From an optimization exercise on the open Yosys and OpenROAD flow, aimed at small area and a short achievable clock period; shortcuts taken in it are not production practice.
At most, simulation tests tie the RTL to the original design; equivalence was not proved.
The clock input has no modelled driver; a real chip could not lean on it and would need a root buffer or a full tree.

v6:
==> flow/design.v <==
module frac_digits(input [11:0] c, output [3:0] d5, d4, d3, d2, d1, d0);
    wire [14:0] t1 = {c, 2'b00} + c;
    wire [10:0] x1 = t1[10:0];
    wire [13:0] t2 = {x1, 2'b00} + x1;
    wire [9:0]  x2 = t2[9:0];
    wire [12:0] t3 = {x2, 2'b00} + x2;
    wire [8:0]  x3 = t3[8:0];
    wire [11:0] t4 = {x3, 2'b00} + x3;
    wire [7:0]  x4 = t4[7:0];
    wire [10:0] t5 = {x4, 2'b00} + x4;
    wire [6:0]  x5 = t5[6:0];
    wire [9:0]  t6 = {x5, 2'b00} + x5;
    assign d5 = t1[14:11];
    assign d4 = t2[13:10];
    assign d3 = t3[12:9];
    assign d2 = t4[11:8];
    assign d1 = t5[10:7];
    assign d0 = t6[9:6];
endmodule
module adc_display(
    input         clk,
    input         ready,
    input  [15:0] data,
    output [15:0] LED,
    output [3:0]  dig0,
    output [3:0]  dig1,
    output [3:0]  dig2,
    output [3:0]  dig3,
    output [3:0]  dig4,
    output [3:0]  dig5,
    output [3:0]  dig6
);
    reg [11:0] code;
    reg [3:0]  level;
    always @(posedge clk) begin
        code <= data[15:4];
        if (ready) level <= data[15:12];
    end
    genvar i;
    generate
        for (i = 0; i < 16; i = i + 1) begin : bar
            assign LED[i] = (level >= i);
        end
    endgenerate
    wire full = (code >= 12'd4093);
    wire [3:0] d5, d4, d3, d2, d1, d0;
    frac_digits conv(.c(code), .d5(d5), .d4(d4), .d3(d3), .d2(d2), .d1(d1), .d0(d0));
    assign dig0 = full ? 4'd0 : d0;
    assign dig1 = full ? 4'd0 : d1;
    assign dig2 = full ? 4'd0 : d2;
    assign dig3 = full ? 4'd0 : d3;
    assign dig4 = full ? 4'd0 : d4;
    assign dig5 = full ? 4'd0 : d5;
    assign dig6 = {3'b000, full};
endmodule
clock: 25.0 ns
lec_check: 0
cap_margin: 20
core_margin: 2
core_utilization: 40
slew_margin: 20
run.sh (not shown) runs the stock make flow with config.mk's settings and CLKGATE_MAP_FILE= SYNTH_SCRIPT=/design/flow/synth_recipe.tcl, a recipe that flattens the netlist after the stock synthesis.
Inputs modified between v6 and v7:
==> flow/design.v, changed modules only <==
module frac_digits(input [11:0] c, output [3:0] d5, d4, d3, d2, d1, d0);
    wire [14:0] t1 = c * 3'd5;           
    wire [10:0] x1 = t1[10:0];
    wire [13:0] t2 = x1 * 3'd5;
    wire [9:0]  x2 = t2[9:0];
    wire [12:0] t3 = x2 * 3'd5;
    wire [8:0]  x3 = t3[8:0];
    wire [11:0] t4 = x3 * 3'd5;
    wire [7:0]  x4 = t4[7:0];
    wire [10:0] t5 = x4 * 3'd5;
    wire [6:0]  x5 = t5[6:0];
    wire [9:0]  t6 = x5 * 3'd5;
    assign d5 = t1[14:11];
    assign d4 = t2[13:10];
    assign d3 = t3[12:9];
    assign d2 = t4[11:8];
    assign d1 = t5[10:7];
    assign d0 = t6[9:6];
endmodule
## What came out
Between v7 and v6, it is v7 whose share of synthesized area occupied by flip-flops and latches is lower, by 2.2 points. Looking at most frequent standard cell in the layout excluding fill and tap cells, the sky130_fd_sc_hd__clkdlybuf4s50_1 result is from v6; the sky130_fd_sc_hd__ha_1 one comes from v7. Die area in v7 vs v6: up 17%. Summary of v7 over v6: die boundary width +8.1%; utilization -2.1 points; tightest slew margin relative to the limit +7.0 points; via count of the first global-routing pass +21%. STATUS post-place setup slack: v7 loses against v6. Worst hold slack essentially unchanged between v6 and v7. On non-clock buffer count, v6 and v7 are basically level.
No run of this note included a check of the RTL's function; only the layout flow was run.

* * *

Another version of the RTL of adc_display (not shown whole).
For scale: roughly 0.0017 mm² of cells after synthesis.
==> module times_five_last, before the edit <==
module times_five_last #(parameter M = 7, parameter L = 4)
        (input [M-1:0] x, input cin, output [3:0] d);
    wire [M+2:M-1] t;
    wire [M:L]     cy;           
    assign cy[L] = cin;
    genvar j;
    generate
        for (j = L; j < M-1; j = j + 1) begin : add
            carry3 ca(.a(x[j]), .b(x[j-2]), .ci(cy[j]), .co(cy[j+1]));
        end
    endgenerate
    full_add fa(.a(x[M-1]), .b(x[M-3]), .ci(cy[M-1]), .s(t[M-1]), .co(cy[M]));
    wire cm1;
    half_add top0(.a(x[M-2]), .b(cy[M]), .s(t[M]),   .co(cm1));
    half_add top1(.a(x[M-1]), .b(cm1),   .s(t[M+1]), .co(t[M+2]));
    assign d = t[M+2:M-1];
endmodule
==> module frac_digits_lo, before the edit <==
module frac_digits_lo(input [9:0] x2, output [3:0] d3, d2, d1, d0);
    wire [8:0] x3;
    wire [7:0] x4;
    wire [6:0] x5;
    wire       c3_3, c4_3;
    assign x3[1:0] = x2[1:0];
    half_add h3(.a(x2[2]), .b(x2[0]), .s(x3[2]), .co(c3_3));
    times_five_hi #(10, 3) s3(.x(x2), .cin(c3_3), .s(x3[8:3]), .d(d3));
    assign x4[2:0] = x2[2:0];
    assign c4_3 = x3[2] & x3[0];
    times_five_hi #(9, 3) s4(.x(x3), .cin(c4_3), .s(x4[7:3]), .d(d2));
    assign x5[2:0] = x3[2:0];
    times_five_hi #(8, 3) s5(.x(x4), .cin(c3_3), .s(x5[6:3]), .d(d1));
    times_five_last #(7, 3) s6(.x(x5), .cin(c4_3), .d(d0));
endmodule
Settings: LEC_CHECK=0, CAP_MARGIN=20, CORE_MARGIN=2, CORE_UTILIZATION=40, SLEW_MARGIN=20, SYNTH_HIERARCHICAL=1; clock period 25.0 ns.
standard.sh (not shown) runs the stock make flow with config.mk's settings and CLKGATE_MAP_FILE= SYNTH_SCRIPT=/design/flow/synth_recipe.tcl, a recipe that flattens the netlist after the stock synthesis.
==> flow/flow/run.sh <==
#!/bin/bash
# The standard layout, with three changes to how it is built:
# - the port buffers are the smallest plain buffer (buf_1) instead of the delay
#   buffer that buffer_ports picks on its own;
# - clock tree synthesis inserts no dummy load cells;
# - after clock tree synthesis, one root buffer drives every flip-flop
#   (flow/cts_hook.tcl), in place of a root and two leaf buffers.
set -euo pipefail
export BUFFER_PORTS_ARGS="-buffer_cell sky130_fd_sc_hd__buf_1"
export CTS_ARGS="-sink_clustering_enable -repair_clock_nets -dont_use_dummy_load"
export POST_CTS_TCL="$(pwd)/flow/cts_hook.tcl"
export CLOCK_ROOT_CELL=sky130_fd_sc_hd__clkbuf_16
bash standard.sh finish > standard.log 2>&1
==> flow/flow/cts_hook.tcl <==
# After clock tree synthesis: the design has few flip-flops, so drive all of
# them from the root clock buffer (upsized so their clock slew stays low) and
# remove the leaf buffers of the tree.
set block [ord::get_db_block]
set root [$block findInst clkbuf_0_clk]
set rootnet [[$root findITerm X] getNet]
foreach it [$rootnet getITerms] {
  set inst [$it getInst]
  if {$inst eq $root} { continue }
  if {![string match "*clkbuf*" [[$inst getMaster] getName]]} { continue }
  set leafnet [[$inst findITerm X] getNet]
  foreach sink [$leafnet getITerms] {
    if {[$sink getInst] eq $inst} { continue }
    $sink disconnect
    $sink connect $rootnet
  }
  puts "clock hook: removed [$inst getName]"
  odb::dbInst_destroy $inst
  odb::dbNet_destroy $leafnet
}
$root swapMaster [[ord::get_db] findMaster $::env(CLOCK_ROOT_CELL)]
puts "clock hook: root [$root getName] is [[$root getMaster] getName], driving [llength [$rootnet getITerms]] pins"
detailed_placement
estimate_parasitics -placement
report_clock_skew
Next try:
--- a/flow/design.v
+++ b/flow/design.v
@@ -25,29 +25,12 @@
     endgenerate
     wire cm1;
     half_add top0(.a(x[M-2]), .b(cy[M]), .s(t[M]),   .co(cm1));
     half_add top1(.a(x[M-1]), .b(cm1),   .s(t[M+1]), .co(t[M+2]));
     assign d = t[M+2:M-1];
     assign s = t[M-2:L];
-endmodule
-module times_five_last #(parameter M = 7, parameter L = 4)
-        (input [M-1:0] x, input cin, output [3:0] d);
-    wire [M+2:M-1] t;
-    wire [M:L]     cy;           
-    assign cy[L] = cin;
-    genvar j;
-    generate
-        for (j = L; j < M-1; j = j + 1) begin : add
-            carry3 ca(.a(x[j]), .b(x[j-2]), .ci(cy[j]), .co(cy[j+1]));
-        end
-    endgenerate
-    full_add fa(.a(x[M-1]), .b(x[M-3]), .ci(cy[M-1]), .s(t[M-1]), .co(cy[M]));
-    wire cm1;
-    half_add top0(.a(x[M-2]), .b(cy[M]), .s(t[M]),   .co(cm1));
-    half_add top1(.a(x[M-1]), .b(cm1),   .s(t[M+1]), .co(t[M+2]));
-    assign d = t[M+2:M-1];
 endmodule
 module frac_digits_hi(input [11:0] c, output full, output [3:0] d5, d4, output [9:0] x2);
     wire [10:0] x1;
     wire [9:0]  y2;
     wire [3:0]  e5, e4;
     wire        c1_3, c2_3;
@@ -74,22 +57,25 @@
     endgenerate
 endmodule
 module frac_digits_lo(input [9:0] x2, output [3:0] d3, d2, d1, d0);
     wire [8:0] x3;
     wire [7:0] x4;
     wire [6:0] x5;
-    wire       c3_3, c4_3;
+    wire [5:0] x6;
+    wire       c3_3, c4_3, c6_4;
     assign x3[1:0] = x2[1:0];
     half_add h3(.a(x2[2]), .b(x2[0]), .s(x3[2]), .co(c3_3));
     times_five_hi #(10, 3) s3(.x(x2), .cin(c3_3), .s(x3[8:3]), .d(d3));
     assign x4[2:0] = x2[2:0];
     assign c4_3 = x3[2] & x3[0];
     times_five_hi #(9, 3) s4(.x(x3), .cin(c4_3), .s(x4[7:3]), .d(d2));
     assign x5[2:0] = x3[2:0];
     times_five_hi #(8, 3) s5(.x(x4), .cin(c3_3), .s(x5[6:3]), .d(d1));
-    times_five_last #(7, 3) s6(.x(x5), .cin(c4_3), .d(d0));
+    assign x6[3:0] = x2[3:0];
+    carry3 k6(.a(x5[3]), .b(x5[1]), .ci(c4_3), .co(c6_4));
+    times_five_hi #(7, 4) s6(.x(x5), .cin(c6_4), .s(x6[5:4]), .d(d0));
 endmodule
 module led_bar(input [3:0] level, output [15:0] LED);
     genvar i;
     generate
         for (i = 0; i < 16; i = i + 1) begin : bar
             assign LED[i] = (level >= i);
What happened: Via count hardly moves; final area increases by 0.89%; final cell count does not change; worst hold slack barely changes; count of clock-buffer cells in the layout stays the same; die area increases by 0.94%; setup slack is worse by 53 ps.
For the second run of this note, only the layout was checked, not whether the RTL still works.

port drivers added, routing unchanged:
How much do the figures lean on ideal ports? The routed layouts below were timed once more, with nothing changed but the port constraints. Step 1 assumes that a clkbuf_16 drives the clock port and a buf_2 every other input. Step 2 also shifts input and output timing later by t, the mid clock arrival at the registers, as if the neighbouring blocks saw the same clock. a / b / c = ideal ports / drivers / drivers and shift; a / b = the first two.
run | t, ns | slack for setup (ns) | worst setup path after step 2 | clock arrival spread, ns | worst slew at a driven data input, ns
v6 | 0.267 | 13.906 / 13.886 / 14.153 | register to output | 0.008 / 0.008 | 0.03
v7 | 0.261 | 12.545 / 12.526 / 12.787 | register to output | 0.001 / 0.000 | 0.05
the first run of note 2 | 0.174 | 15.303 / 15.276 / 15.308 | input to register | 0.004 / 0.003 | 0.04
the second run of note 2 | 0.178 | 15.250 / 15.220 / 15.328 | input to register | 0.001 / 0.001 | 0.03
After both steps setup and hold are still met in every run listed.
